What follows belongs to an exercise in optimizing a design on an open flow for small area and a short achievable clock period; a production flow would make more cautious choices.
Function was checked by simulation only, so behaviour that the tests miss may differ from the original.
No activity file was given, so power comes from the tool's default toggle rates.

[run.sh]
#!/bin/bash
# synth_recipe.tcl (not shown) runs the flow's synth.tcl, then flattens the netlist and writes it again
# the make line also repeats each setting of config.mk as NAME=value (left out here)
make -C /OpenROAD-flow-scripts/flow DESIGN_CONFIG=/design/flow/config.mk WORK_HOME=/design/flow/orfs CLKGATE_MAP_FILE= SYNTH_SCRIPT=/design/flow/synth_recipe.tcl finish
[config.mk]
export PLATFORM = sky130hd
export DESIGN_NAME = slifo_v2
export DESIGN_NICKNAME = slifo_v2
export VERILOG_FILES = /design/flow/design.v
export SDC_FILE = /design/flow/constraint.sdc
export NUM_CORES = 4
export LEC_CHECK = 0
export CAP_MARGIN = 20
export CORE_MARGIN = 2
export CORE_UTILIZATION = 55
export CTS_CLUSTER_DIAMETER = 100
export CTS_CLUSTER_SIZE = 26
export SETUP_SLACK_MARGIN = 1.5
export SLEW_MARGIN = 20
export SYNTH_HIERARCHICAL = 1
[constraint.sdc]
create_clock -name core_clock -period 3.7 [get_ports {clk}]
set_input_delay 0.7400 -clock core_clock [delete_from_list [all_inputs] [get_ports {clk}]]
set_output_delay 0.7400 -clock core_clock [all_outputs]
set_load 0.01 [all_outputs]
[design.v]
module slifo_v2 (clk, rst_n, wr, rd, lifo_empty, lifo_full, low_th, high_th,
                 lifo_low_th, lifo_high_th, lifo_ov, lifo_ud, lifo_valid,
                 data_in, data_out);
  input         clk;
  input         rst_n;
  input         wr;
  input         rd;
  input  [5:0]  low_th;
  input  [5:0]  high_th;
  input  [31:0] data_in;
  output reg [31:0] data_out;
  output reg    lifo_empty;
  output        lifo_full;
  output        lifo_low_th;
  output        lifo_high_th;
  output reg    lifo_ov;
  output reg    lifo_ud;
  output reg    lifo_valid;
  reg  [5:0]  cnt;      
  reg  [5:0]  ncnt;     
  reg  [31:0] sel;      
  reg  [31:0] mem [0:31];
  assign lifo_full = cnt[5];
  wire push = wr & ~rd & ~cnt[5];
  wire pop  = rd & ~wr & ~lifo_empty;
  wire fwd  = wr & rd;
  wire [5:0] cnt_nx = push ? cnt + 6'd1 : pop ? cnt - 6'd1 : cnt;
  always @(posedge clk) begin
    if (~rst_n) begin
      cnt        <= 6'd0;
      ncnt       <= 6'h3f;
      lifo_empty <= 1'b1;
      sel        <= 32'h8000_0000;
    end else begin
      cnt        <= cnt_nx;
      ncnt       <= ~cnt_nx;
      lifo_empty <= (cnt_nx == 6'd0);
      if (push)
        sel <= {sel[30:0], sel[31]};
      else if (pop)
        sel <= {sel[0], sel[31:1]};
    end
  end
  genvar g;
  generate
    for (g = 0; g < 32; g = g + 1) begin : g_word
      always @(posedge clk)
        if (push & sel[(g + 31) % 32])
          mem[g] <= data_in;
    end
  endgenerate
  wire [31:0] grp [0:10];
  generate
    for (g = 0; g < 10; g = g + 1) begin : g_grp
      slifo_aoi3 u_aoi (.a(mem[3*g]), .b(mem[3*g+1]), .c(mem[3*g+2]),
                        .sa(sel[3*g]), .sb(sel[3*g+1]), .sc(sel[3*g+2]), .y(grp[g]));
    end
  endgenerate
  slifo_aoi2 u_aoi_last (.a(mem[30]), .b(mem[31]),
                         .sa(sel[30]), .sb(sel[31]), .y(grp[10]));
  wire [31:0] rdata = ~(grp[0] & grp[1] & grp[2] & grp[3] & grp[4] & grp[5] &
                        grp[6] & grp[7] & grp[8] & grp[9] & grp[10]);
  always @(posedge clk) begin
    data_out   <= fwd ? data_in : rdata;
    lifo_valid <= pop | fwd;
  end
  always @(posedge clk) begin
    if (~rst_n)                 lifo_ov <= 1'b0;
    else if (rd)                lifo_ov <= 1'b0;
    else if (wr & lifo_full)    lifo_ov <= 1'b1;
  end
  always @(posedge clk) begin
    if (~rst_n)                 lifo_ud <= 1'b0;
    else if (wr)                lifo_ud <= 1'b0;
    else if (rd & lifo_empty)   lifo_ud <= 1'b1;
  end
  slifo_cla6 #(.CIN(0)) u_low  (.pa(cnt),  .pb(~low_th), .co(lifo_low_th));
  slifo_cla6 #(.CIN(1)) u_high (.pa(ncnt), .pb(high_th), .co(lifo_high_th));
endmodule
module slifo_aoi3 (a, b, c, sa, sb, sc, y);
  input  [31:0] a, b, c;
  input         sa, sb, sc;
  output [31:0] y;
  assign y = ~((a & {32{sa}}) | (b & {32{sb}}) | (c & {32{sc}}));
endmodule
module slifo_aoi2 (a, b, sa, sb, y);
  input  [31:0] a, b;
  input         sa, sb;
  output [31:0] y;
  assign y = ~((a & {32{sa}}) | (b & {32{sb}}));
endmodule
module slifo_cla6 (pa, pb, co);
  parameter CIN = 0;
  input  [5:0] pa, pb;
  output       co;
  wire [5:0] g, p;
  genvar i;
  generate
    for (i = 0; i < 6; i = i + 1) begin : g_bit
      slifo_nor2  u_g (.a(pa[i]), .b(pb[i]), .y(g[i]));
      slifo_nand2 u_p (.a(pa[i]), .b(pb[i]), .y(p[i]));
    end
  endgenerate
  wire c1 = CIN ? p[0] : g[0];
  wire ng10, ng32, ng54, np54, np5432;
  slifo_aoi21 u_g10 (.a1(p[1]), .a2(c1),   .b(g[1]), .y(ng10));
  slifo_aoi21 u_g32 (.a1(p[3]), .a2(g[2]), .b(g[3]), .y(ng32));
  slifo_aoi21 u_g54 (.a1(p[5]), .a2(g[4]), .b(g[5]), .y(ng54));
  slifo_nand2 u_p54 (.a(p[5]), .b(p[4]), .y(np54));
  slifo_nand4 u_p52 (.a(p[5]), .b(p[4]), .c(p[3]), .d(p[2]), .y(np5432));
  slifo_o221ai u_co (.a1(np54), .a2(ng32), .b1(np5432), .b2(ng10), .c(ng54), .y(co));
endmodule
module slifo_nand2 (a, b, y);
  input a, b; output y;
  assign y = ~(a & b);
endmodule
module slifo_nor2 (a, b, y);
  input a, b; output y;
  assign y = ~(a | b);
endmodule
module slifo_nand4 (a, b, c, d, y);
  input a, b, c, d; output y;
  assign y = ~(a & b & c & d);
endmodule
module slifo_aoi21 (a1, a2, b, y);
  input a1, a2, b; output y;
  assign y = ~((a1 & a2) | b);
endmodule
module slifo_o221ai (a1, a2, b1, b2, c, y);
  input a1, a2, b1, b2, c; output y;
  assign y = ~((a1 | a2) & (b1 | b2) & c);
endmodule
==> results.toml, run 1 <==
[cts]
clk_pin_slew_ps = 100
cts_made_buffers = 48
root_buffer = "clkbuf_16"
ctsHtreeMaxLevel = 2
cts_tree = "done"
cts_hold_buf = 0
clk_path_buf_depth = 3
clk_latency_ps = 630
clkSinkCount = 1104

[floorplanning]
die_x_um = 270
rows = 97
start_util_pct = 55.6
pin_count = 87
die-area_um2 = 73000
design.core.area_um2 = 70100
die_height_um = 270

[grt]
grt_pass1_wl_um = 152000
track_usage_pct = 29.7
grt_max_degree = 40
grt_pass1_vias = 19800
antenna_found_initial = 3
grt.overflow.total = 0

[final_layout]
drive_gt1_share_pct = 14.9
layout_common_cells = "1024 x edfxtp_1, 320 x a222oi_1, 74 x nand4_1"
fin_area_um2 = 42600
nets = 2112
layout_commonest_cell = "edfxtp_1"
n_antenna_cell = 0
area_delta_synth_final_pct = 9.19

[synthesis]
synth_area_um2 = 39000
yosysWarnings = 9
syn_area_per_cell_um2 = 20.0
synth-simple-area-share_pct = 3.65
syn-num-nets = 2002
synth_top_family_by_area = "compound AO/OA/AOI/OAI gates"
synth.distinct_cells = 43
synth_xor_xnor_area_share_pct = 0.112
ys_seq_area_share_pct = 83.0
synth_fa_ha_area_share_pct = 0.0642
synth_edf_count = 1024
synth-compound-area-share_pct = 10.5
ys_seq_elements = 1104
yosysTopAreaCellShare_pct = 78.9
postSynthCellCount = 1952
yosys.area.top_type = "edfxtp_1"
synth_ff_type = "edfxtp_1"
synth_mux_area_share_pct = 0.0835
async_flop_share_pct = 0
yosys-top-cells-area = "edfxtp_1 79%, a222oi_1 8.2%, dfxtp_1 4.1%"

[placed_design]
hpwl_um = 63100
gp_congestion = 0.856
io_buffers = 86
placed_cell_area_um2 = 40200

[worst_setup_path]
crit_path_start_kind = "flip-flop"
critPathArrivalTime_ps = 3060
r2r_cells = 6
critical_path_class = "flip-flop to flip-flop"
critical_path_required_ps = 4220
timing.rr.start = "sel[9]"
crit_start = "sel[9]"
setup.worst_path.end_class = "flip-flop"
cp_max_fo = 8

[detailed_routing]
drc_errors = 0
drt_iter0_drc = 4581
routedWlPerCell_um = 36.4
ant_nets = 0
vias = 21600
viasPerCell = 7.10
drt_first_pass_iters = 13
wirelength_um = 111000

[sta]
finalCritPeriodShare_pct = 68.7
fmax_mhz = 394
finalMaxSlewViolations = 0
worst_pin_slew_ps = 1230
tns_ps = 0
finClkSkew_ps = 23.3
finalSetupViolations = 0
slew_headroom_pct = 17.8
hold_viol = 0
fin_crit_ps = 2540
rsz0062_at_grt = "yes"

[hold_path]
holdPathStages = 2
hp-start = "lifo_ud"
min_path_type = "flip-flop to flip-flop"

[power_and_ir_drop]
ir_drop_uv = 418
p_leak_nw = 13.3
power_density_nw_per_um2 = 491

[status]
status = "finished clean"

[run]
maxCapViolCount = 0
==> modules after synthesis, one instance, submodules excluded, excerpt <==
module / flip-flops and latches / cells / area (um2) / times used
slifo_v2: 1104 / 1470 / 34500 / 1
slifo_nand2: 0 / 1 / 3.75 / 13
slifo_aoi3: 0 / 41 / 403 / 10
slifo_nor2: 0 / 1 / 3.75 / 11
slifo_aoi21: 0 / 1 / 8.76 / 6
slifo_o221ai: 0 / 1 / 15.0 / 2
slifo_nand4: 0 / 1 / 6.26 / 2
slifo_aoi2: 0 / 38 / 289 / 1
==> cells in the mapped netlist, types with 2 or more instances <==
master / count
nand2_1: 17
edfxtp_1: 1024
nand4_1: 74
nor2b_1: 3
o221ai_2: 2
ha_1: 2
a21oi_1: 30
nand3_1: 28
o21ai_0: 4
o32a_1: 6
a222oi_1: 320
xnor2_1: 4
inv_1: 13
buf_2: 34
dfxtp_1: 80
nor2_1: 72
and2_1: 36
nor3_1: 30
clkbuf_1: 20
a221oi_1: 31
a22oi_1: 33
buf_6: 63
a21oi_2: 6
==> layout make-up <==
type                            instances  area, um2
Sequential cell                      1104      32500
Fill cell                            5133      27600
Multi-Input combinational cell        716       5930
Timing Repair Buffer                  178       1540
Clock buffer                           86       1380
Tap cell                              940       1180
Inverter                               14       52.6
Clock inverter                          1       16.3
==> critical path: stages (launching register included) <==
cell	delay, ps
dfxtp_4	400
buf_6	140
buf_4	120
a222oi_1	910
nand4_1	460
nor3_2	290
a21oi_1	100
==> metrics by stage <==
stage	hold slack, ps	power, mW	setup slack [ps]	cells	utilization [%]
floorplan	525	14.3	1490	1952	-
global placement	503	14.9	755	2882	57.4
detailed placement	510	14.9	702	2882	57.4
CTS	522	20.9	1330	3003	60.1
global route	535	21.4	1150	3039	60.7
finish	521	20.9	1160	3039	60.7
==> metal layers <==
metal / GRT usage (%) / part of all wire [%] / up-vias / wire, um
li1: - / - / 8794 / -
met1: 46.1 / 41 / 11400 / 45000
met2: 43.4 / 45 / 1315 / 49200
met3: 5.91 / 12 / 120 / 13200
met4: 7.71 / 2.9 / 0 / 3200
met5: 0 / 0 / - / 0
==> cell families (layout without fill, tap and decap cells) <==
kind of cell	after synthesis	after routing
fa+ha+maj	2	2
compound gates	438	438
buf+inv	132	279
mux	3	3
simple gates	268	268
flops	1104	1104
xor+xnor	5	5
==> state kept, by name (all words and copies together), names as in the netlist <==
register	flops
cnt	6
data_out	32
lifo_empty	1
lifo_ov	1
lifo_ud	1
lifo_valid	1
mem	1024
ncnt	6
sel	32
==> repair_timing <==
action                                  4_1_cts  5_1_grt
pin swaps                                   112       70
endpoints found under the setup margin     1029       30
buffers inserted                             33       35
gates resized for setup                     143       30
gates cloned                                  1        1
==> report_power, final <==
part	switching (mW)	leakage [nW]	internal, mW
registers	0.0807	9.89	13.7
logic	0.653	2.71	0.234
clock network	3.66	0.660	2.56
total	4.40	13.3	16.5
==> final timing paths <==
path | to | slack (ps)
setup / recovery | data_out[7] | 1160
hold / removal | lifo_ud | 520
setup reg to reg | data_out[7] | 1160
hold reg to reg | lifo_ud | 520
==> run 2: changes to the inputs <==
--- a/config.mk
+++ b/config.mk
@@ -12,3 +12,3 @@
 export CTS_CLUSTER_SIZE = 26
-export SETUP_SLACK_MARGIN = 1.5
+export SETUP_SLACK_MARGIN = 1.2
 export SLEW_MARGIN = 20
==> run 2 against run 1 <==
  * Clock-buffer cell count did not move
  * Clock power shrank 0.8%
  * Final cell count is 0.72% higher
  * Via count down 0.47%
  * Die area stayed put
  * Sequential cell count unchanged
  * Area after synthesis did not move
  * Critical endpoint is now lifo_low_th
==> results.toml, run 2 <==
[worst_setup_path]
cp_max_fo = 2
cp_cell_sequence = "clkdlybuf4s50_1 -> inv_1 -> nand2_2 -> nand4_1 -> o221ai_2 -> buf_2"
worstReg2RegEnd = "data_out[15]"
path_buf_inv = 3
critPathArrivalTime_ps = 1760
crit_path_start_kind = "input pin"
r2r_slack_ps = 1320
crit_family = "buffers and inverters"
critical_path_class = "input pin to output pin"
critical_path_required_ps = 2960
cp_slowest_stage_delay_ps = 450
setup.worst_path.end_class = "output pin"
crit_path_top_delay_cell = "clkdlybuf4s50_1"
timing.rr.start = "sel[15]"
r2r_cells = 5

[power_and_ir_drop]
power_density_nw_per_um2 = 488
ir_drop_uv = 375
p_leak_nw = 13.2

[grt]
grt_pass1_vias = 20900
grt.overflow.total = 0
grt_pass1_wl_um = 151000
grt_max_degree = 36
antenna_found_initial = 0
track_usage_pct = 28.7

[cts]
cts_made_buffers = 48
ctsHtreeMaxLevel = 2
clkSinkCount = 1104
clk_path_buf_depth = 3
post_cts_buffers = 0
clk_pin_slew_ps = 100
clk_latency_ps = 640
root_buffer = "clkbuf_16"
cts_tree = "done"

[detailed_routing]
ant_nets = 0
drt_iter0_drc = 4273
drc_errors = 0
drt_first_pass_iters = 9
wirelength_um = 106000
viasPerCell = 7.02
vias = 21500
routedWlPerCell_um = 34.5

[synthesis]
ys_seq_area_share_pct = 83.0
synth-compound-area-share_pct = 10.5
synthTopCellsByCount = "1024 x edfxtp_1, 320 x a222oi_1, 80 x dfxtp_1"
synth_xor_xnor_area_share_pct = 0.112
ys_seq_elements = 1104
synth-simple-area-share_pct = 3.65
yosysMostFrequentCell = "edfxtp_1"
synth_mux_area_share_pct = 0.0835
syn-num-nets = 2002
syn_area_per_cell_um2 = 20.0
async_flop_share_pct = 0
yosys-top-cells-area = "edfxtp_1 79%, a222oi_1 8.2%, dfxtp_1 4.1%"
yosysTopAreaCellShare_pct = 78.9
synth_area_um2 = 39000
synth_fa_ha_area_share_pct = 0.0642
synth_top_family_by_area = "compound AO/OA/AOI/OAI gates"
yosys.area.top_type = "edfxtp_1"
synth_edf_count = 1024
postSynthCellCount = 1952
synth_ff_type = "edfxtp_1"
yosysWarnings = 9
synth.distinct_cells = 43

[floorplanning]
die_x_um = 270
rows = 97
pin_count = 87
die_height_um = 270
die-area_um2 = 73000
start_util_pct = 55.6
design.core.area_um2 = 70100

[final_layout]
final_cells = 3061
top_register = "mem"
layout_common_cells = "1024 x edfxtp_1, 320 x a222oi_1, 94 x buf_4"
nets = 2129
top_regs = "mem x1024, data_out x32, sel x32"
area_delta_synth_final_pct = 9.10
largest_reg_flops = 1024
drive_gt1_share_pct = 12.6
nFillCells = 5138
layout_commonest_cell = "edfxtp_1"

[run]
maxCapViolCount = 0

[sta]
finalCritPeriodShare_pct = 67.6
fmax_mhz = 400
tns_ps = 0
finalSetupViolations = 0
fin_crit_ps = 2500
finalMaxSlewViolations = 0
hold-worst-slack_ps = 522
hold_viol = 0
finClkSkew_ps = 24.1
worst_pin_slew_ps = 1150
rsz0062_at_grt = "yes"
slew_headroom_pct = 23.6

[hold_path]
hp-start = "lifo_ud"
holdPathStages = 2
min_path_type = "flip-flop to flip-flop"
whs_endpoint = "lifo_ud"

[placed_design]
dp.cells = 2969
io_buffers = 86
gp_congestion = 0.815
hpwl_um = 60600

[status]
status = "finished clean"
[run 2: cell counts after synthesis]
No cell type changed its count.
[run 2: cells by family (layout without fill, tap and decap cells)]
logic type / count (synthesis) / in the layout
flip-flops: 1104 / 1104
AO/OA/AOI/OAI: 438 / 438
AND/OR/NAND/NOR: 268 / 268
buffers and inverters: 132 / 299
XOR/XNOR: 5 / 5
multiplexers: 3 / 3
adder cells (fa/ha/maj): 2 / 2
other: 0 / 2
[run 2: routing by layer]
metal / track usage [%] / up-vias / part of all wire [%]
met5: 0 / - / 0
met3: 4.19 / 126 / 10
li1: - / 8827 / -
met2: 45.0 / 1281 / 47
met4: 7.55 / 0 / 2.6
met1: 42.9 / 11200 / 41
[run 2: worst max-delay path by stage]
stage,start,endpoint,cells past startpoint
after floorplan,wr,mem[28][0],3
after global placement,wr,mem[27][1],5
after detailed placement,wr,mem[27][1],5
after CTS,low_th[2],lifo_low_th,6
after global routing,low_th[3],lifo_low_th,6
final,low_th[3],lifo_low_th,6
[run 2: per-module statistics from Yosys (local to each module, per instance), excerpt]
module | flops+latches | cells
slifo_v2 | 1104 | 1470
slifo_aoi3 | 0 | 41
slifo_aoi2 | 0 | 38
slifo_o221ai | 0 | 1
slifo_aoi21 | 0 | 1
slifo_nand4 | 0 | 1
slifo_nand2 | 0 | 1
slifo_nor2 | 0 | 1
[run 2: layout make-up]
class                   instances  area (um2)  area share (%)
flip-flops and latches       1104       32400            76.2
multi-input cells             716        5670            13.3
repair buffers                195        1800            4.24
clock buffers                  86        1370            3.21
well taps                     940        1180            2.77
inverters                      14        52.6           0.124
clock inverters                 4        36.3          0.0853
diodes                          2        5.00          0.0118
[run 2: power by group]
part	internal, mW	total (mW)	leakage, nW	switching (mW)
logic	0.278	0.779	2.63	0.501
registers	13.7	13.8	9.89	0.0916
clock network	2.55	6.17	0.663	3.62
[run 2: repair_timing]
item,in CTS,in global routing
gates resized for setup,11,13
endpoints found under the setup margin,3,3
hold buffers,0,0
pin swaps,2,3
[run 2: tightest hold or removal path, stage by stage, from the launching register on]
cell and delay (ps):
dfxtp_1 320, a21oi_1 110, nor3_1 50
[run 2: per-stage QoR]
step / utilization (%) / setup slack (ps) / total power, mW / instance area [um2]
floorplan: - / 1230 / 14.3 / 39000
global placement: 58.6 / 726 / 14.8 / 41100
detailed placement: 58.6 / 684 / 14.9 / 41100
CTS: 60.6 / 1180 / 20.9 / 42500
global route: 60.6 / 1160 / 21.3 / 42500
finish: 60.6 / 1200 / 20.7 / 42500
==> run 3: changes to the inputs <==
--- a/design.v
+++ b/design.v
@@ -20,2 +20,3 @@
   reg  [5:0]  ncnt;     
+  reg  [5:0]  cntp1;    
   reg  [31:0] sel;      
@@ -31,2 +32,3 @@
       ncnt       <= 6'h3f;
+      cntp1      <= 6'd1;
       lifo_empty <= 1'b1;
@@ -36,2 +38,3 @@
       ncnt       <= ~cnt_nx;
+      cntp1      <= cnt_nx + 6'd1;
       lifo_empty <= (cnt_nx == 6'd0);
@@ -76,3 +79,3 @@
   end
-  slifo_cla6 #(.CIN(0)) u_low  (.pa(cnt),  .pb(~low_th), .co(lifo_low_th));
+  slifo_cla6 #(.CIN(1)) u_low  (.pa(~low_th), .pb(cntp1), .co(lifo_low_th));
   slifo_cla6 #(.CIN(1)) u_high (.pa(ncnt), .pb(high_th), .co(lifo_high_th));
--- a/config.mk
+++ b/config.mk
@@ -9,6 +9,7 @@
 export CORE_MARGIN = 2
-export CORE_UTILIZATION = 55
+export CORE_UTILIZATION = 65
 export CTS_CLUSTER_DIAMETER = 100
 export CTS_CLUSTER_SIZE = 26
-export SETUP_SLACK_MARGIN = 1.2
+export PLACE_DENSITY = 0.78
+export SETUP_SLACK_MARGIN = 1.5
 export SLEW_MARGIN = 20
==> run 3 against run 2 <==
  * Sequential share of layout area is essentially flat
  * Combinational power grew 18%
  * Final area grew 0.45%
  * Largest power group unchanged
  * Clock power shrank 0.6%
  * Core utilization grew 11 points
  * Still clean on timing, DRC and antenna
  * Register-to-register slack gained 30 ps
==> results.toml, run 3 <==
[final_layout]
n_antenna_cell = 0
top_register = "mem"
nFillCells = 3395
layout_commonest_cell = "edfxtp_1"
nets = 2144
fin_area_um2 = 42700
drive_gt1_share_pct = 15.2
area_delta_synth_final_pct = 9.17
top_regs = "mem x1024, data_out x32, sel x32"
layout_common_cells = "1024 x edfxtp_1, 320 x a222oi_1, 75 x nand4_1"
largest_reg_flops = 1024

[worst_setup_path]
cp_slowest_stage_delay_ps = 730
worstReg2RegEnd = "data_out[12]"
cp_num_cells = 4
path_buf_inv = 1
cp_max_fo = 19
crit_path_start_kind = "flip-flop"
critical_path_class = "flip-flop to flip-flop"
critPathArrivalTime_ps = 2820
crit_start = "sel[27]"
setup.worst_path.end_class = "flip-flop"
critical_path_required_ps = 4170
r2r_slack_ps = 1350
crit_family = "compound AO/OA/AOI/OAI gates"
crit_end = "data_out[12]"
timing.rr.start = "sel[27]"
r2r_cells = 4
crit_path_top_delay_cell = "a222oi_1"
cp_cell_sequence = "buf_6 -> a222oi_1 -> nand4_1 -> o32a_1"

[floorplanning]
die_height_um = 249
die_x_um = 249
start_util_pct = 66.0
pin_count = 87
rows = 89
die-area_um2 = 62200
design.core.area_um2 = 59200

[detailed_routing]
wirelength_um = 102000
ant_nets = 0
viasPerCell = 7.65
drt_iter0_drc = 5568
vias = 22200
routedWlPerCell_um = 35.2
drc_errors = 0
drt_first_pass_iters = 11

[power_and_ir_drop]
power_mw = 20.9
switching_share_pct = 20.7
p_int_mw = 16.6
ir_drop_uv = 413
p_sw_mw = 4.33
combPwrFrac_pct = 4.4
p_leak_nw = 13.4
clockPowerShare_pct = 29.4
power_density_nw_per_um2 = 489
p_seq_share_pct = 66.2

[cts]
clk_pin_slew_ps = 100
cts_hold_buf = 0
clkSinkCount = 1109
clk_latency_ps = 650
cts_made_buffers = 48
cts_tree = "done"
clk_path_buf_depth = 3
root_buffer = "clkbuf_16"
ctsHtreeMaxLevel = 2

[synthesis]
ys_seq_elements = 1109
yosysMostFrequentCell = "edfxtp_1"
async_flop_share_pct = 0
syn-num-nets = 2017
synth_ff_type = "edfxtp_1"
yosysTopAreaCellShare_pct = 78.6
postSynthCellCount = 1965
yosysWarnings = 9
syn_area_per_cell_um2 = 19.9
yosys.area.top_type = "edfxtp_1"
synth_edf_count = 1024
synth_area_um2 = 39100
synth.distinct_cells = 44
yosys-top-cells-area = "edfxtp_1 79%, a222oi_1 8.2%, dfxtp_1 4.3%"
ys_seq_area_share_pct = 82.9
synthTopCellsByCount = "1024 x edfxtp_1, 320 x a222oi_1, 85 x dfxtp_1"

[placed_design]
hpwl_um = 58100
gp_congestion = 0.927
placed_cell_area_um2 = 40200
io_buffers = 86
dp_slack_ps = 560

[sta]
finalCritPeriodShare_pct = 63.4
setup_ws_ps = 1350
fmax_mhz = 426
tns_ps = 0
slew_headroom_pct = 33.5
finClkSkew_ps = 23.4
worst_pin_slew_ps = 997
hold_viol = 0
fin_crit_ps = 2350
finalSetupViolations = 0
finalMaxSlewViolations = 0
rsz0062_at_grt = "yes"

[run]
maxCapViolCount = 0

[hold_path]
min_path_type = "input pin to flip-flop"
holdPathStages = 2

[status]
status = "finished clean"

[grt]
track_usage_pct = 32.4
antenna_found_initial = 4
grt_max_degree = 43
grt.overflow.total = 0
grt_pass1_vias = 20500
grt_pass1_wl_um = 144000
[run 3: cell count changes after synthesis, sizes merged, moves of 2 or more]
| cell | change |
|---|---|
| ha | +2 |
| a21oi | -2 |
| dfxtp | +5 |
| nand2 | +10 |
| and2 | -2 |
| nand3 | -2 |
| inv | +5 |
| mux2 | -2 |
| nor2 | -2 |
[run 3: worst register-to-register path, stage by stage, from the launching register on]
cell and delay, ps:
dfxtp_4 380, buf_6 170, a222oi_1 730, nand4_1 370
o32a_1 530
[run 3: metrics by stage]
stage	hold WS [ps]	cells	utilization (%)
6_report	484	2902	72.1
2_1_floorplan	483	1965	-
3_5_place_dp	504	2739	67.9
4_1_cts	516	2890	71.6
5_1_grt	504	2902	72.1
3_3_place_gp	500	2739	67.9
[run 3: final cells by class]
| cell class | count | area, um2 | area share [%] |
|---|---|---|---|
| Clock buffer | 84 | 1360 | 3.18 |
| Sequential cell | 1109 | 32600 | 76.2 |
| Tap cell | 773 | 967 | 2.26 |
| Inverter | 18 | 67.6 | 0.158 |
| Timing Repair Buffer | 160 | 1550 | 3.63 |
| Clock inverter | 3 | 28.8 | 0.0674 |
| Multi-Input combinational cell | 755 | 6180 | 14.5 |
[run 3: per-module statistics from Yosys, one instance, submodules excluded, a selection]
module	flops+latches	times used	cell area, um2
slifo_aoi2	0	1	289
slifo_nand4	0	2	6.26
slifo_v2	1109	1	34600
slifo_nor2	0	10	3.75
slifo_o221ai	0	2	15.0
slifo_aoi3	0	10	403
[run 3: how the worst min path moves through the flow]
stage,startpoint,end,slack (ps)
floorplan,sel[31],sel[31],480
global placement,lifo_ov,lifo_ov,500
detailed placement,lifo_ov,lifo_ov,500
CTS,lifo_ov,lifo_ov,520
global route,rd,lifo_ov,500
finish,rd,lifo_ov,480
[run 3: power groups by stage]
| stage | Clock [mW] | Combinational (mW) | Sequential (mW) |
|---|---|---|---|
| floorplan | 0 | 0.310 | 14.1 |
| global placement | 0 | 0.848 | 14.1 |
| detailed placement | 0 | 0.875 | 14.1 |
| CTS | 6.12 | 0.878 | 13.8 |
| global route | 6.52 | 0.957 | 13.8 |
| finish | 6.13 | 0.920 | 13.8 |
[run 3: cells by family after synthesis]
kind of cell | count (synthesis) | synth area share [%]
AO/OA/AOI/OAI | 438 | 10.5
flip-flops | 1109 | 82.9
buffers and inverters | 136 | 2.63
AND/OR/NAND/NOR | 272 | 3.66
adder cells (fa/ha/maj) | 4 | 0.128
XOR/XNOR | 6 | 0.173
[run 3: metal layers]
metal	wire, um	GRT usage (%)	share of wire, %	up-vias
met3	16300	6.77	16	197
met2	47100	49.5	46	2030
li1	-	-	-	8885
met4	3250	8.76	3.2	6
met5	44	0	0.043	-
met1	35500	48.4	35	11100
[run 3: what timing repair did]
item,4_1_cts,5_1_grt
setup buffers,29,11
setup endpoints to repair,1132,28
resized for setup,135,62
gates cloned,35,1
pin swaps,50,52
==> run 4: changes to the inputs <==
--- a/design.v
+++ b/design.v
@@ -24,6 +24,9 @@
   assign lifo_full = cnt[5];
-  wire push = wr & ~rd & ~cnt[5];
+  wire pw   = wr & ~rd;               
+  wire push = pw & ~cnt[5];
   wire pop  = rd & ~wr & ~lifo_empty;
   wire fwd  = wr & rd;
-  wire [5:0] cnt_nx = push ? cnt + 6'd1 : pop ? cnt - 6'd1 : cnt;
+  wire [5:0] cnt_inc = cnt + 6'd1;
+  wire [5:0] cnt_dec = cnt - 6'd1;
+  wire [5:0] cnt_inc2 = cnt + 6'd2;
   always @(posedge clk) begin
@@ -35,11 +38,14 @@
       sel        <= 32'h8000_0000;
-    end else begin
-      cnt        <= cnt_nx;
-      ncnt       <= ~cnt_nx;
-      cntp1      <= cnt_nx + 6'd1;
-      lifo_empty <= (cnt_nx == 6'd0);
-      if (push)
-        sel <= {sel[30:0], sel[31]};
-      else if (pop)
-        sel <= {sel[0], sel[31:1]};
+    end else if (push) begin
+      cnt        <= cnt_inc;
+      ncnt       <= ~cnt_inc;
+      cntp1      <= cnt_inc2;
+      lifo_empty <= 1'b0;
+      sel        <= {sel[30:0], sel[31]};
+    end else if (pop) begin
+      cnt        <= cnt_dec;
+      ncnt       <= ~cnt_dec;
+      cntp1      <= cnt;
+      lifo_empty <= (cnt == 6'd1);
+      sel        <= {sel[0], sel[31:1]};
     end
@@ -49,4 +55,10 @@
     for (g = 0; g < 32; g = g + 1) begin : g_word
+      wire we;
+      if (g == 0) begin : g_w0
+        assign we = pw & sel[31] & ~cnt[5];
+      end else begin : g_wn
+        assign we = pw & sel[g - 1];
+      end
       always @(posedge clk)
-        if (push & sel[(g + 31) % 32])
+        if (we)
           mem[g] <= data_in;
==> run 4 against run 3 <==
  * Still clean on timing, DRC and antenna
  * Die area is 0.60% higher
  * Critical path depth stayed put
  * Setup slack better by 59 ps
  * Wire length is 2.4% lower
  * Global-route usage is 0.53 points lower
==> results.toml, run 4 <==
[worst_setup_path]
r2r_slack_ps = 1500
r2r_cells = 6
cp_slowest_stage_delay_ps = 420
cp_num_cells = 4
crit_family = "flip-flops"
path_buf_inv = 1
cp_cell_sequence = "nand2_2 -> a21oi_2 -> o221ai_2 -> buf_2"
crit_start = "cntp1[5]"
cp_max_fo = 3
critical_path_class = "flip-flop to output pin"
worstReg2RegEnd = "data_out[12]"
critical_path_required_ps = 2960
crit_path_start_kind = "flip-flop"
timing.rr.start = "sel[6]"
crit_path_top_delay_cell = "dfxtp_1"
setup.worst_path.end_class = "output pin"
critPathArrivalTime_ps = 1550

[final_layout]
fin_area_um2 = 42800
layout_commonest_cell = "edfxtp_1"
largest_reg_flops = 1024
layout_common_cells = "1024 x edfxtp_1, 321 x a222oi_1, 90 x buf_4"
drive_gt1_share_pct = 12.6
top_regs = "mem x1024, data_out x32, sel x32"
nets = 2213
n_antenna_cell = 0
top_register = "mem"
area_delta_synth_final_pct = 8.76

[hold_path]
whs_endpoint = "ncnt[3]"
hp-start = "ncnt[3]"
holdPathStages = 1
min_path_type = "flip-flop to flip-flop"

[floorplanning]
die_x_um = 250
die_height_um = 250
start_util_pct = 65.5
rows = 90
pin_count = 87
die-area_um2 = 62500
design.core.area_um2 = 60100

[grt]
antenna_found_initial = 1
grt_pass1_vias = 21700
grt_pass1_wl_um = 145000
track_usage_pct = 31.8
grt_max_degree = 37
grt.overflow.total = 0

[synthesis]
async_flop_share_pct = 0
synthTopCellsByCount = "1024 x edfxtp_1, 321 x a222oi_1, 85 x dfxtp_1"
yosysMostFrequentCell = "edfxtp_1"
synth_edf_count = 1024
synth_area_um2 = 39400
synth.distinct_cells = 48
yosys-top-cells-area = "edfxtp_1 78%, a222oi_1 8.2%, dfxtp_1 4.3%"
postSynthCellCount = 2027
yosys.area.top_type = "edfxtp_1"
syn_area_per_cell_um2 = 19.4
ys_seq_area_share_pct = 82.4
yosysTopAreaCellShare_pct = 78.1
syn-num-nets = 2081
ys_seq_elements = 1109
yosysWarnings = 9
synth_ff_type = "edfxtp_1"

[cts]
root_buffer = "clkbuf_16"
ctsHtreeMaxLevel = 2
cts_made_buffers = 48
clk_path_buf_depth = 3
clkSinkCount = 1109
clk_latency_ps = 630
cts_tree = "done"
clk_pin_slew_ps = 100

[sta]
tns_ps = 0
setup_ws_ps = 1410
fin_crit_ps = 2290
finalCritPeriodShare_pct = 61.8
fmax_mhz = 437
hold-worst-slack_ps = 485
rsz0062_at_grt = "yes"
worst_pin_slew_ps = 1120
hold_viol = 0
finClkSkew_ps = 20.0
finalMaxSlewViolations = 0
slew_headroom_pct = 25.0
finalSetupViolations = 0

[placed_design]
placed_cell_area_um2 = 41400
io_buffers = 86
dp_slack_ps = 552
gp_congestion = 0.851
hpwl_um = 60600

[detailed_routing]
drt_iter0_drc = 5020
drc_errors = 0
drt_first_pass_iters = 11
vias = 22400
viasPerCell = 7.50
wirelength_um = 99800
ant_nets = 0
routedWlPerCell_um = 33.5

[power_and_ir_drop]
p_leak_nw = 13.4
power_density_nw_per_um2 = 517
ir_drop_uv = 429

[status]
status = "finished clean"

[run]
maxCapViolCount = 0
==> run 4: cell types whose count changed after synthesis, sizes merged, moves of 9 or more <==
| cell | previous run | this run |
|---|---|---|
| a21oi | 34 | 44 |
| a221oi | 31 | 4 |
| buf | 99 | 110 |
| inv | 18 | 9 |
| nor2 | 70 | 79 |
| nor3 | 30 | 59 |
| o22ai | 0 | 27 |
==> run 4: per-stage QoR <==
step	power, mW	std cells	utilization [%]
3_5_place_dp	16.3	2888	68.8
2_1_floorplan	15.4	2027	-
4_1_cts	22.1	2979	71.3
6_report	22.2	2979	71.2
5_1_grt	22.7	2979	71.2
3_3_place_gp	16.3	2888	68.9
==> run 4: where the power goes <==
group | leakage, nW | internal (mW) | switching [mW]
registers | 9.97 | 14.0 | 0.245
clock network | 0.655 | 2.54 | 3.53
logic | 2.78 | 0.596 | 1.24
==> run 4: logic make-up after synthesis <==
logic type	Yosys count	share of synthesized area (%)
xor gates and xnor gates	1	0.0223
and+or+nand+nor	310	4.00
DFF	1109	82.4
adders and majority gates	6	0.191
buffers and inverters	137	2.67
muxes	1	0.0254
AOI/OAI and AO/OA	463	10.6
==> run 4: worst register-to-register path, cell delays in order, from the launching register on <==
cell and delay (ps):
dfxtp_4 440, buf_4 250, buf_4 200, a222oi_1 450, nand4_1 350, nor3_2 280, a21oi_1 110
==> run 4: area by class of cell <==
class | instances | area [um2]
fill | 3580 | 17300
inverter | 10 | 37.5
multi-input combinational | 781 | 5970
tap | 782 | 978
clock buffer | 87 | 1370
sequential | 1109 | 32500
clock inverter | 1 | 11.3
timing repair buffer | 209 | 1950
==> run 4: how the worst max path moves through the flow <==
stage                              end  slack [ps]
after detailed placement     mem[8][0]         550
after global placement       mem[8][4]         600
final                      lifo_low_th        1410
after global routing      lifo_high_th        1350
after floorplan             mem[12][0]        1460
after CTS                  lifo_low_th        1260
==> run 4: per-module statistics from Yosys (local to each module, per instance), a selection <==
module / cell area, um2 / cells / flops+latches / copies in the design
slifo_o221ai: 15.0 / 1 / 0 / 2
slifo_aoi2: 289 / 38 / 0 / 1
slifo_v2: 34900 / 1545 / 1109 / 1
slifo_nor2: 3.75 / 1 / 0 / 10
slifo_aoi21: 8.76 / 1 / 0 / 6
slifo_nand4: 6.26 / 1 / 0 / 2
==> run 4: what timing repair did <==
action / in CTS / in global routing
buffers inserted: 3 / 0
hold buffers: 0 / 0
resized for setup: 119 / 15
setup endpoints to repair: 729 / 826
pin swaps: 18 / 10
==> run 4: metal layers <==
layer | wire, um | share of wire [%] | global-route usage [%]
met4 | 4300 | 4.3 | 12.7
met2 | 46900 | 47 | 49.8
met3 | 14200 | 14 | 6.20
met5 | 13 | 0.013 | 0
met1 | 34400 | 34 | 45.1
==> run 5: changes to the inputs <==
--- a/config.mk
+++ b/config.mk
@@ -13,3 +13,3 @@
 export PLACE_DENSITY = 0.78
-export SETUP_SLACK_MARGIN = 1.5
+export SETUP_SLACK_MARGIN = 1.8
 export SLEW_MARGIN = 20
==> run 5 against run 4 <==
  * Non-clock buffer count decreased by 2
  * Hold slack lost 60 ps
  * Still clean on timing, DRC and antenna
  * Highest routed layer is now met4
  * Wire length increased by 10%
  * Sequential share of layout area shrank 0.95 points
  * Die area unchanged
  * Sequential cell count stayed put
  * Setup slack gained 18 ps
  * Largest cell class unchanged
  * Total power grew 1.6%
  * Critical path depth grew 2
  * Sequential power is essentially flat
  * Final cell count rose by 1.1%
==> results.toml, run 5 <==
[sta]
finalSetupViolations = 0
worst_pin_slew_ps = 1140
tns_ps = 0
hold_viol = 0
fin_crit_ps = 2270
slew_headroom_pct = 23.6
finClkSkew_ps = 22.7
rsz0062_at_grt = "yes"
fmax_mhz = 441
finalCritPeriodShare_pct = 61.3
hold-worst-slack_ps = 425
finalMaxSlewViolations = 0

[worst_setup_path]
timing.rr.start = "sel[8]"
r2r_slack_ps = 1680
crit_family = "buffers and inverters"
crit_path_top_delay_cell = "dlygate4sd2_1"
cp_slowest_stage_delay_ps = 240
path_buf_inv = 3
cp_max_fo = 2
setup.worst_path.end_class = "output pin"
critical_path_class = "input pin to output pin"
critPathArrivalTime_ps = 1530
crit_path_start_kind = "input pin"
worstReg2RegEnd = "data_out[5]"
critical_path_required_ps = 2960
cp_cell_sequence = "dlygate4sd2_1 -> inv_2 -> nand2_1 -> a21oi_2 -> o221ai_2 -> buf_2"
r2r_cells = 4

[synthesis]
ys_seq_area_share_pct = 82.4
yosysWarnings = 9
yosysTopAreaCellShare_pct = 78.1
synthTopCellsByCount = "1024 x edfxtp_1, 321 x a222oi_1, 85 x dfxtp_1"
syn-num-nets = 2081
ys_seq_elements = 1109
yosys-top-cells-area = "edfxtp_1 78%, a222oi_1 8.2%, dfxtp_1 4.3%"
yosysMostFrequentCell = "edfxtp_1"
async_flop_share_pct = 0
synth_ff_type = "edfxtp_1"
synth.distinct_cells = 48
postSynthCellCount = 2027
syn_area_per_cell_um2 = 19.4
synth_edf_count = 1024
yosys.area.top_type = "edfxtp_1"
synth_area_um2 = 39400

[cts]
cts_tree = "done"
clkSinkCount = 1109
ctsHtreeMaxLevel = 2
cts_made_buffers = 48
root_buffer = "clkbuf_16"
clk_latency_ps = 640
cts_hold_buf = 0
clk_pin_slew_ps = 100
clk_path_buf_depth = 3

[final_layout]
largest_reg_flops = 1024
top_regs = "mem x1024, data_out x32, sel x32"
nets = 2242
layout_commonest_cell = "edfxtp_1"
drive_gt1_share_pct = 18.5
layout_common_cells = "1024 x edfxtp_1, 321 x a222oi_1, 75 x nor2_1"
utilization_pct = 72.4
top_register = "mem"
area_delta_synth_final_pct = 10.5

[detailed_routing]
routedWlPerCell_um = 36.6
drt_first_pass_iters = 13
vias = 23300
drt_iter0_drc = 5483
drc_errors = 0
ant_nets = 0
wirelength_um = 110000
viasPerCell = 7.72

[floorplanning]
die_height_um = 250
die-area_um2 = 62500
die_x_um = 250
start_util_pct = 65.5
design.core.area_um2 = 60100
rows = 90
pin_count = 87

[hold_path]
hp-start = "wr"
min_path_type = "input pin to flip-flop"
holdPathStages = 2
whs_endpoint = "lifo_ud"

[power_and_ir_drop]
power_density_nw_per_um2 = 517
ir_drop_uv = 391
p_leak_nw = 13.6
power_mw = 22.5

[grt]
antenna_found_initial = 0
track_usage_pct = 33.7
grt_max_degree = 65
grt.overflow.total = 0
grt_pass1_vias = 22300
grt_pass1_wl_um = 150000

[status]
status = "finished clean"

[placed_design]
io_buffers = 86
hpwl_um = 54300
gp_congestion = 0.851

[run]
maxCapViolCount = 0
-- run 5: changes by cell type in the layout (fill, tap and decap cells not counted), moves of 19 or more --
| cell | before | now |
|---|---|---|
| and2_4 | 22 | 63 |
| dfxtp_1 | 61 | 27 |
| dlygate4sd2_1 | 45 | 11 |
| buf_2 | 21 | 52 |
| dfxtp_4 | 4 | 32 |
| buf_4 | 90 | 70 |
| nor3_1 | 57 | 38 |
| nor3_2 | 2 | 21 |
-- run 5: modules after synthesis, one instance, submodules excluded, excerpt --
module,copies in the design,cells inside,cell area (um2),flops+latches
slifo_aoi21,6,1,8.76,0
slifo_o221ai,2,1,15.0,0
slifo_nor2,10,1,3.75,0
slifo_nand2,14,1,3.75,0
slifo_v2,1,1545,34900,1109
slifo_nand4,2,1,6.26,0
slifo_aoi3,10,41,403,0
slifo_aoi2,1,38,289,0
-- run 5: power breakdown --
part	switching [mW]	leakage [nW]	internal (mW)	total (mW)
clock network	3.61	0.664	2.55	6.16
registers	0.303	9.98	14.0	14.3
logic	1.36	2.98	0.685	2.05
total	5.27	13.6	17.2	22.5
-- run 5: worst max path at each step --
stage / start / endpoint / slack (ps) / depth (start not counted)
finish: low_th[1] / lifo_low_th / 1430 / 6
floorplan: rd / cnt[5] / 1670 / 6
global placement: rd / ncnt[4] / 670 / 6
detailed placement: rd / ncnt[4] / 560 / 6
global route: low_th[5] / lifo_low_th / 1380 / 6
CTS: cntp1[5] / lifo_low_th / 1400 / 4
-- run 5: cell families (layout without fill, tap and decap cells) --
kind of cell / count (synthesis) / in the layout / synth area share, %
xor gates and xnor gates: 1 / 1 / 0.0223
muxes: 1 / 1 / 0.0254
adders and majority gates: 6 / 6 / 0.191
DFF: 1109 / 1109 / 82.4
AOI/OAI and AO/OA: 463 / 463 / 10.6
buffers and inverters: 137 / 307 / 2.67
and+or+nand+nor: 310 / 341 / 4.00
other: 0 / 1 / 0
-- run 5: area by class of cell --
class                           instances  area (um2)
Antenna cell                            1        2.50
Clock buffer                           87        1370
Clock inverter                          3        28.8
Fill cell                            3427       16600
Inverter                               10        38.8
Multi-Input combinational cell        812        6450
Sequential cell                      1109       32600
Tap cell                              782         978
Timing Repair Buffer                  207        2030
-- run 5: routing by layer --
metal | GRT usage [%] | up-vias | part of all wire, %
met5 | 0 | - | 0
met4 | 17.8 | 0 | 6.6
met3 | 8.86 | 462 | 16
met2 | 52.9 | 2281 | 46
met1 | 43.9 | 11300 | 31
li1 | - | 9185 | -
-- run 5: metrics by stage --
stage          instances  instance area, um2  worst slack, ps
4_1_cts             2981               43000             1400
3_5_place_dp        2826               40800              559
5_1_grt             3010               43500             1380
2_1_floorplan       2027               39600             1670
3_3_place_gp        2826               40800              673
6_report            3011               43500             1430
-- run 5: what timing repair did --
item | 4_1_cts | 5_1_grt
resized for setup | 302 | 39
setup buffers | 34 | 27
setup endpoints to repair | 1141 | 1010
gates cloned | 31 | 2
pin swaps | 54 | 61
==> run 6: changes to the inputs <==
--- a/design.v
+++ b/design.v
@@ -34,4 +34,2 @@
       cnt        <= 6'd0;
-      ncnt       <= 6'h3f;
-      cntp1      <= 6'd1;
       lifo_empty <= 1'b1;
@@ -40,4 +38,2 @@
       cnt        <= cnt_inc;
-      ncnt       <= ~cnt_inc;
-      cntp1      <= cnt_inc2;
       lifo_empty <= 1'b0;
@@ -46,6 +42,13 @@
       cnt        <= cnt_dec;
-      ncnt       <= ~cnt_dec;
-      cntp1      <= cnt;
       lifo_empty <= (cnt == 6'd1);
       sel        <= {sel[0], sel[31:1]};
+    end
+  end
+  always @(posedge clk) begin
+    if (~rst_n) begin
+      ncnt  <= 6'h3f;
+      cntp1 <= 6'd1;
+    end else begin
+      ncnt  <= push ? ~cnt_inc : pop ? ~cnt_dec : ~cnt;
+      cntp1 <= push ? cnt_inc2 : pop ? cnt : cnt_inc;
     end
--- a/config.mk
+++ b/config.mk
@@ -13,3 +13,3 @@
 export PLACE_DENSITY = 0.78
-export SETUP_SLACK_MARGIN = 1.8
+export SETUP_SLACK_MARGIN = 1.5
 export SLEW_MARGIN = 20
==> run 6 against run 5 <==
  * Clock skew rose by 12 ps
  * Combinational power fell by 16%
  * First-iteration DRC count fell by 0.27%
  * Final area fell by 1.7%
  * Still clean
  * Total power fell by 1.4%
  * Highest routed layer unchanged
==> results.toml, run 6 <==
[hold_path]
min_path_type = "flip-flop to flip-flop"
hp-start = "lifo_ud"
holdPathStages = 2

[synthesis]
async_flop_share_pct = 0
synth_edf_count = 1024
synth_ff_type = "edfxtp_1"
syn_area_per_cell_um2 = 19.2
ys_seq_elements = 1109
yosys.area.top_type = "edfxtp_1"
yosysTopAreaCellShare_pct = 77.8
postSynthCellCount = 2057
synth.distinct_cells = 46
yosys-top-cells-area = "edfxtp_1 78%, a222oi_1 8.1%, dfxtp_1 4.3%"
synth_area_um2 = 39500
ys_seq_area_share_pct = 82.1
syn-num-nets = 2110
yosysMostFrequentCell = "edfxtp_1"
synthTopCellsByCount = "1024 x edfxtp_1, 320 x a222oi_1, 86 x nand2_1"
yosysWarnings = 9

[final_layout]
utilization_pct = 71.0
layout_common_cells = "1024 x edfxtp_1, 320 x a222oi_1, 81 x buf_4"
top_regs = "mem x1024, data_out x32, sel x32"
largest_reg_flops = 1024
area_delta_synth_final_pct = 8.28
layout_commonest_cell = "edfxtp_1"
drive_gt1_share_pct = 12.6
nets = 2222
top_register = "mem"

[placed_design]
hpwl_um = 58100
io_buffers = 86
gp_congestion = 0.849

[grt]
track_usage_pct = 31.8
antenna_found_initial = 0
grt_max_degree = 63
grt_pass1_wl_um = 145000
grt_pass1_vias = 22000
grt.overflow.total = 0

[worst_setup_path]
crit_path_top_delay_cell = "dlygate4sd2_1"
crit_family = "buffers and inverters"
cp_num_cells = 6
cp_slowest_stage_delay_ps = 250
crit_path_start_kind = "input pin"
cp_max_fo = 2
cp_cell_sequence = "dlygate4sd2_1 -> inv_2 -> nor2_2 -> a21oi_2 -> o221ai_2 -> buf_2"
critPathArrivalTime_ps = 1500
critical_path_required_ps = 2960
path_buf_inv = 3
timing.rr.start = "sel[20]"
critical_path_class = "input pin to output pin"
r2r_cells = 3
setup.worst_path.end_class = "output pin"
crit_start = "low_th[2]"

[floorplanning]
die_height_um = 251
design.core.area_um2 = 60200
die_x_um = 251
start_util_pct = 65.6
pin_count = 87
die-area_um2 = 62800
rows = 90

[cts]
cts_made_buffers = 48
cts_hold_buf = 0
cts_tree = "done"
clk_latency_ps = 640
ctsHtreeMaxLevel = 2
root_buffer = "clkbuf_16"
clkSinkCount = 1109
clk_path_buf_depth = 3
clk_pin_slew_ps = 100

[detailed_routing]
vias = 22400
wirelength_um = 100000
viasPerCell = 7.49
drt_first_pass_iters = 10
drt_iter0_drc = 5468
ant_nets = 0
drc_errors = 0
routedWlPerCell_um = 33.4

[power_and_ir_drop]
p_leak_nw = 13.3
ir_drop_uv = 552
power_density_nw_per_um2 = 518
power_mw = 22.2

[sta]
hold_viol = 0
finClkSkew_ps = 35.0
fin_crit_ps = 2240
finalSetupViolations = 0
slew_headroom_pct = 21.3
worst_pin_slew_ps = 1180
finalMaxSlewViolations = 0
finalCritPeriodShare_pct = 60.6
tns_ps = 0
fmax_mhz = 446
rsz0062_at_grt = "yes"

[status]
status = "finished clean"

[run]
maxCapViolCount = 0
run 6: area by class of cell:
class | instances | area [um2]
clock buffer | 88 | 1390
antenna | 1 | 2.50
tap | 782 | 978
fill | 3533 | 17500
inverter | 14 | 52.6
multi-input combinational | 804 | 6100
timing repair buffer | 192 | 1740
clock inverter | 2 | 27.5
sequential | 1109 | 32500
run 6: report_power, final:
| part | switching, mW | internal, mW | total (mW) |
|---|---|---|---|
| combinational | 1.17 | 0.564 | 1.73 |
| clock | 3.56 | 2.59 | 6.15 |
| sequential | 0.293 | 14.0 | 14.3 |
run 6: logic make-up after synthesis:
group           synth area share [%]
simple gates                    4.31
buf+inv                         2.72
xor+xnor                      0.0887
fa+ha+maj                      0.158
flops                           82.1
compound gates                  10.6
mux                           0.0253
run 6: timing repair:
item | in CTS | in global routing
gates cloned | 0 | 0
resized for setup | 89 | 27
hold endpoints to repair | 0 | 0
pin swaps | 17 | 13
setup buffers | 1 | 0
setup endpoints to repair | 199 | 42
run 6: path summary, 6_finish.rpt:
check                endpoint  slack [ps]
setup reg to reg   mem[21][6]        1500
hold reg to reg       lifo_ud         520
hold / removal        lifo_ud         520
setup / recovery  lifo_low_th        1460
run 6: Yosys stat by module (local to each module, per instance), excerpt:
module        times used  cells  flip-flops and latches
slifo_v2               1   1575                    1109
slifo_aoi3            10     41                       0
slifo_aoi2             1     38                       0
slifo_o221ai           2      1                       0
slifo_aoi21            6      1                       0
slifo_nand4            2      1                       0
slifo_nand2           14      1                       0
slifo_nor2            10      1                       0
run 6: routing by layer:
layer  track usage, %  vias up  routed length (um)
met5                0        -                   0
met4             11.7        0                3680
met3             7.08      240               15000
met2             50.0     1957               46800
met1             44.6    11100               34600
li1                 -     9116                   -
run 6: worst reg2reg max path, cell delays in order, from the launching register on:
cell	delay (ps)
dfxtp_1	1120
buf_12	290
and2_2	210
buf_12	260
run 6: metrics by stage:
stage	setup WS (ps)	hold WS [ps]	instances	instance area, um2
after detailed placement	734	517	2899	41400
after global routing	1430	570	2991	42800
final	1460	525	2992	42800
after floorplan	1480	487	2057	39600
after CTS	1440	526	2990	42800
after global placement	774	504	2899	41400
==> run 7: changes to the inputs <==
--- a/config.mk
+++ b/config.mk
@@ -11,3 +11,3 @@
 export CTS_CLUSTER_DIAMETER = 100
-export CTS_CLUSTER_SIZE = 26
+export CTS_CLUSTER_SIZE = 30
 export PLACE_DENSITY = 0.78
==> run 7 against run 6 <==
  * Clock skew down 12 ps
  * Final area down 0.49%
  * First-iteration DRC count down 1.2%
  * Area after synthesis unchanged
  * Sequential power about the same
  * Core utilization down 0.35 points
  * Register-to-register slack better by 20 ps
==> results.toml, run 7 <==
[cts]
ctsHtreeMaxLevel = 2
clk_path_buf_depth = 3
post_cts_buffers = 0
cts_made_buffers = 42
clkSinkCount = 1109
clk_pin_slew_ps = 110
cts_hold_buf = 0
cts_tree = "done"
root_buffer = "clkbuf_16"
clk_latency_ps = 630

[run]
maxCapViolCount = 0

[worst_setup_path]
crit_family = "buffers and inverters"
critical_path_class = "input pin to output pin"
crit_path_top_delay_cell = "dlygate4sd2_1"
cp_max_fo = 2
critPathArrivalTime_ps = 1500
cp_slowest_stage_delay_ps = 250
cp_cell_sequence = "dlygate4sd2_1 -> inv_2 -> nor2_2 -> a21oi_2 -> o221ai_2 -> buf_2"
crit_path_start_kind = "input pin"
path_buf_inv = 3
setup.worst_path.end_class = "output pin"
critical_path_required_ps = 2960

[sta]
tns_ps = 0
rsz0062_at_grt = "yes"
fmax_mhz = 447
setup_ws_ps = 1460
finalSetupViolations = 0
finClkSkew_ps = 22.6
fin_crit_ps = 2240
hold_viol = 0
worst_pin_slew_ps = 1070
slew_headroom_pct = 28.8
finalMaxSlewViolations = 0
finalCritPeriodShare_pct = 60.5

[power_and_ir_drop]
p_leak_nw = 13.2
p_int_mw = 16.8
power_density_nw_per_um2 = 511
p_sw_mw = 4.93
power_mw = 21.7
combPwrFrac_pct = 8.0
clockPowerShare_pct = 26.3
p_seq_share_pct = 65.7
switching_share_pct = 22.7
ir_drop_uv = 359

[floorplanning]
die_x_um = 251
pin_count = 87
start_util_pct = 65.6
rows = 90
die_height_um = 251
design.core.area_um2 = 60200
die-area_um2 = 62800

[synthesis]
syn_area_per_cell_um2 = 19.2
yosysMostFrequentCell = "edfxtp_1"
synth_edf_count = 1024
postSynthCellCount = 2057
yosys-top-cells-area = "edfxtp_1 78%, a222oi_1 8.1%, dfxtp_1 4.3%"
yosys.area.top_type = "edfxtp_1"
async_flop_share_pct = 0
yosysWarnings = 9
yosysTopAreaCellShare_pct = 77.8
synth.distinct_cells = 46
synthTopCellsByCount = "1024 x edfxtp_1, 320 x a222oi_1, 86 x nand2_1"
ys_seq_area_share_pct = 82.1
synth_area_um2 = 39500
ys_seq_elements = 1109
syn-num-nets = 2110
synth_ff_type = "edfxtp_1"

[final_layout]
top_register = "mem"
nFillCells = 3577
fin_area_um2 = 42600
nets = 2215
area_delta_synth_final_pct = 7.75
ff_latch_area_um2 = 32500
layout_common_cells = "1024 x edfxtp_1, 320 x a222oi_1, 81 x buf_4"
layout_commonest_cell = "edfxtp_1"
largest_reg_flops = 1024
drive_gt1_share_pct = 12.5
final_cells = 2978
multi_input_area_um2 = 6100
top_regs = "mem x1024, data_out x32, sel x32"

[grt]
grt_pass1_vias = 21900
grt_pass1_wl_um = 144000
grt_max_degree = 63
antenna_found_initial = 0
grt.overflow.total = 0
track_usage_pct = 31.7

[detailed_routing]
routedWlPerCell_um = 33.5
vias = 22400
wirelength_um = 99900
drt_iter0_drc = 5400
viasPerCell = 7.51
drc_errors = 0
ant_nets = 0
drt_first_pass_iters = 12

[placed_design]
dp_slack_ps = 734
gp_congestion = 0.849
placed_cell_area_um2 = 41400
hpwl_um = 58100
io_buffers = 86
dp.cells = 2899

[hold_path]
min_path_type = "flip-flop to flip-flop"

[status]
status = "finished clean"
## run 7: power by group through the flow
stage / logic, mW / registers [mW] / clock network (mW)
after floorplan: 0.967 / 14.4 / 0
after global placement: 1.67 / 14.5 / 0
after detailed placement: 1.72 / 14.6 / 0
after CTS: 1.70 / 14.3 / 5.74
after global routing: 1.82 / 14.3 / 6.15
final: 1.73 / 14.3 / 5.71
## run 7: final timing paths
| kind | start | end | slack, ps | depth (start not counted) |
|---|---|---|---|---|
| max | low_th[2] | lifo_low_th | 1460 | 6 |
| min | lifo_ud | lifo_ud | 530 | 2 |
| max reg2reg | sel[0] | data_out[25] | 1520 | 4 |
| min reg2reg | lifo_ud | lifo_ud | 530 | 2 |
## run 7: cells by family (layout without fill, tap and decap cells)
kind of cell	after synthesis	count (layout)	synth area share (%)
AO/OA/AOI/OAI	452	452	10.6
XOR/XNOR	4	4	0.0887
adder cells (fa/ha/maj)	5	5	0.158
buffers and inverters	144	282	2.72
flip-flops	1109	1109	82.1
multiplexers	1	1	0.0253
other	0	1	0
AND/OR/NAND/NOR	342	342	4.31
## run 7: per-module statistics from Yosys (local to each module, per instance), excerpt
module | cells | flip-flops and latches | cell area [um2]
slifo_v2 | 1575 | 1109 | 35000
slifo_aoi3 | 41 | 0 | 403
slifo_aoi2 | 38 | 0 | 289
slifo_o221ai | 1 | 0 | 15.0
slifo_aoi21 | 1 | 0 | 8.76
slifo_nand4 | 1 | 0 | 6.26
slifo_nand2 | 1 | 0 | 3.75
slifo_nor2 | 1 | 0 | 3.75
## run 7: timing repair
| action | 4_1_cts | 5_1_grt |
|---|---|---|
| setup endpoints to repair | 251 | 73 |
| gates cloned | 0 | 0 |
| resized for setup | 89 | 33 |
| pin swaps | 17 | 14 |
## run 7: layer usage
| layer | share of wire (%) | vias up | GRT usage (%) |
|---|---|---|---|
| li1 | - | 9093 | - |
| met1 | 35 | 11100 | 44.6 |
| met2 | 47 | 1888 | 50.1 |
| met3 | 15 | 233 | 7.44 |
| met4 | 3.5 | 0 | 10.5 |
| met5 | 0 | - | 0 |
## run 7: worst reg2reg max path, stage by stage, from the launching register on
cell and delay (ps):
dfxtp_1 490, buf_4 380, a222oi_1 420, nand4_1 320
o32a_1 460
## run 7: layout make-up
type	instances	area share (%)
repair buffers	191	4.06
clock inverters	1	0.0206
clock buffers	76	2.82
multi-input cells	804	14.3
flip-flops and latches	1109	76.3
diodes	1	0.00588
well taps	782	2.30
inverters	14	0.123
## run 7: per-stage QoR
step / utilization [%] / hold WS, ps
floorplan: - / 487
detailed placement: 68.7 / 517
finish: 70.7 / 532
global route: 70.7 / 572
CTS: 70.7 / 528
global placement: 68.7 / 504
==> run 8: changes to the inputs <==
--- a/config.mk
+++ b/config.mk
@@ -11,5 +11,5 @@
 export CTS_CLUSTER_DIAMETER = 100
-export CTS_CLUSTER_SIZE = 30
+export CTS_CLUSTER_SIZE = 26
 export PLACE_DENSITY = 0.78
-export SETUP_SLACK_MARGIN = 1.5
+export SETUP_SLACK_MARGIN = 1.7
 export SLEW_MARGIN = 20
==> run 8 against run 7 <==
  * Clock power rose by 7.4%
  * Combinational power rose by 9%
  * Wire length is 1.2% lower
  * Critical endpoint unchanged
==> results.toml, run 8 <==
[grt]
grt_pass1_vias = 21100
antenna_found_initial = 2
grt.overflow.total = 0
track_usage_pct = 31.2
grt_max_degree = 63
grt_pass1_wl_um = 143000

[sta]
hold_viol = 0
finalCritPeriodShare_pct = 61.0
fmax_mhz = 443
fin_crit_ps = 2260
finalMaxSlewViolations = 0
hold-worst-slack_ps = 478
tns_ps = 0
finClkSkew_ps = 32.8
slew_headroom_pct = 25.1
finalSetupViolations = 0
worst_pin_slew_ps = 1120
rsz0062_at_grt = "yes"

[synthesis]
ys_seq_area_share_pct = 82.1
yosysTopAreaCellShare_pct = 77.8
yosysMostFrequentCell = "edfxtp_1"
ys_seq_elements = 1109
synth_edf_count = 1024
syn_area_per_cell_um2 = 19.2
synth_ff_type = "edfxtp_1"
yosysWarnings = 9
synthTopCellsByCount = "1024 x edfxtp_1, 320 x a222oi_1, 86 x nand2_1"
postSynthCellCount = 2057
synth_area_um2 = 39500
yosys.area.top_type = "edfxtp_1"
synth.distinct_cells = 46
syn-num-nets = 2110
async_flop_share_pct = 0
yosys-top-cells-area = "edfxtp_1 78%, a222oi_1 8.1%, dfxtp_1 4.3%"

[detailed_routing]
ant_nets = 0
drt_first_pass_iters = 10
drt_iter0_drc = 4909
drc_errors = 0
viasPerCell = 7.52
vias = 22600
wirelength_um = 98600
routedWlPerCell_um = 32.8

[worst_setup_path]
crit_path_top_delay_cell = "dlygate4sd2_1"
critPathArrivalTime_ps = 1520
crit_family = "buffers and inverters"
cp_cell_sequence = "dlygate4sd2_1 -> inv_2 -> nor2_4 -> a21oi_4 -> o221ai_2 -> buf_2"
r2r_slack_ps = 1530
critical_path_required_ps = 2960
cp_max_fo = 2
critical_path_class = "input pin to output pin"
crit_path_start_kind = "input pin"
path_buf_inv = 3
setup.worst_path.end_class = "output pin"
cp_slowest_stage_delay_ps = 220

[status]
status = "finished clean"

[final_layout]
top_register = "mem"
area_delta_synth_final_pct = 9.32
nets = 2234
nFillCells = 3485
layout_commonest_cell = "edfxtp_1"
layout_common_cells = "1024 x edfxtp_1, 320 x a222oi_1, 79 x nand2_1"
drive_gt1_share_pct = 13.9
utilization_pct = 71.7
n_antenna_cell = 0
largest_reg_flops = 1024
top_regs = "mem x1024, data_out x32, sel x32"

[floorplanning]
pin_count = 87
die-area_um2 = 62800
rows = 90
design.core.area_um2 = 60200
start_util_pct = 65.6
die_x_um = 251
die_height_um = 251

[placed_design]
io_buffers = 86
hpwl_um = 55000
gp_congestion = 0.865

[power_and_ir_drop]
p_leak_nw = 13.4
p_int_mw = 17.2
power_mw = 22.3
clockPowerShare_pct = 27.5
p_sw_mw = 5.13
switching_share_pct = 23.0
power_density_nw_per_um2 = 516
ir_drop_uv = 440
p_seq_share_pct = 64.0
combPwrFrac_pct = 8.5

[cts]
ctsHtreeMaxLevel = 2
clk_pin_slew_ps = 110
root_buffer = "clkbuf_16"
clkSinkCount = 1109
cts_tree = "done"
clk_path_buf_depth = 3
cts_made_buffers = 48
clk_latency_ps = 650

[hold_path]
min_path_type = "input pin to flip-flop"

[run]
maxCapViolCount = 0
==> run 8: area by class of cell <==
cell class                      count  area [um2]  area share, %
Tap cell                          782         978           2.27
Timing Repair Buffer              174        1670           3.87
Clock buffer                       87        1370           3.17
Multi-Input combinational cell    834        6550           15.2
Sequential cell                  1109       32500           75.4
Inverter                           14        52.6          0.122
Clock inverter                      3        28.8         0.0666
==> run 8: routing by layer <==
layer	GRT usage (%)	vias up	share of wire, %
met5	0	-	0
li1	-	9163	-
met3	6.09	196	14
met4	9.53	0	3.1
met1	45.7	11200	36
met2	48.5	2005	47
==> run 8: timing repair <==
item                       in CTS  in global routing
setup endpoints to repair    1133                389
cloned                         31                  2
buffers inserted               10                 10
resized for setup             178                 71
pin swaps                      61                 81
hold buffers                    0                  0
==> run 8: path summary, 6_finish.rpt <==
| check | from | endpoint | depth (start not counted) |
|---|---|---|---|
| hold / removal | rd | lifo_ov | 2 |
| hold reg to reg | lifo_ov | lifo_ov | 2 |
| setup reg to reg | sel[0] | data_out[22] | 6 |
| setup / recovery | low_th[2] | lifo_low_th | 6 |
==> run 8: logic make-up after synthesis <==
logic type      synth area share [%]
xor+xnor                      0.0887
simple gates                    4.31
compound gates                  10.6
mux                           0.0253
fa+ha+maj                      0.158
buf+inv                         2.72
flops                           82.1
==> run 8: stage by stage <==
stage,setup slack (ps),instances,cell area (um2)
floorplan,1710,2057,39600
global placement,776,2860,40900
detailed placement,699,2860,40900
CTS,1410,2991,42900
global route,1380,3003,43200
finish,1440,3003,43200
==> run 8: modules after synthesis, one instance, submodules excluded, a selection <==
module        flops+latches  cells inside  area [um2]  times used
slifo_aoi3                0            41         403          10
slifo_aoi2                0            38         289           1
slifo_nor2                0             1        3.75          10
slifo_o221ai              0             1        15.0           2
slifo_v2               1109          1575       35000           1
slifo_nand2               0             1        3.75          14
==> run 8: power groups by stage <==
stage	sequential [mW]	combinational, mW	clock, mW
final	14.3	1.89	6.13
after global routing	14.3	1.98	6.53
after CTS	14.3	1.77	6.14
after detailed placement	14.6	1.69	0
after global placement	14.5	1.65	0
after floorplan	14.4	0.977	0

[static timing again, ports no longer ideal]
The results above use ideal ports. As a check the final layouts listed here were re-extracted and re-timed, cells and wires unchanged. Step 1: set_driving_cell puts a clkbuf_16 on clk and a buf_2 on each other input, an assumption about the parent block. Step 2 adds t to the input delays and takes it off the output delays; t is the mean of the earliest and latest rising clock arrival at the registers after step 1. Input paths then give back, and output paths get back, about the clock's delay inside the block. a / b / c = ideal ports / drivers / drivers and shift; a / b = the first two.
| run | shift t [ns] | setup slack, ns | worst setup path at the end | worst register clock-pin slew, ns | worst slew at a driven data input, ns |
|---|---|---|---|---|---|
| run 1 | 0.689 | 1.160 / 1.160 / 0.968 | input to register | 0.11 / 0.11 | 0.05 |
| run 2 | 0.696 | 1.197 / 1.170 / 0.669 | input to register | 0.11 / 0.11 | 0.07 |
| run 3 | 0.697 | 1.354 / 1.354 / 0.964 | input to register | 0.10 / 0.10 | 0.05 |
| run 4 | 0.683 | 1.412 / 1.349 / 0.970 | input to register | 0.10 / 0.10 | 0.05 |
| run 5 | 0.689 | 1.431 / 1.395 / 1.209 | input to register | 0.11 / 0.11 | 0.06 |
| run 6 | 0.688 | 1.459 / 1.426 / 0.860 | input to register | 0.11 / 0.11 | 0.06 |
| run 7 | 0.680 | 1.462 / 1.418 / 0.854 | input to register | 0.12 / 0.12 | 0.06 |
| run 8 | 0.695 | 1.444 / 1.387 / 1.158 | input to register | 0.11 / 0.11 | 0.04 |
After both steps setup and hold are still met in every run listed. The setup slack of run 7, which loses most, moves by -0.044 ns with the drivers and by -0.608 ns with both steps.
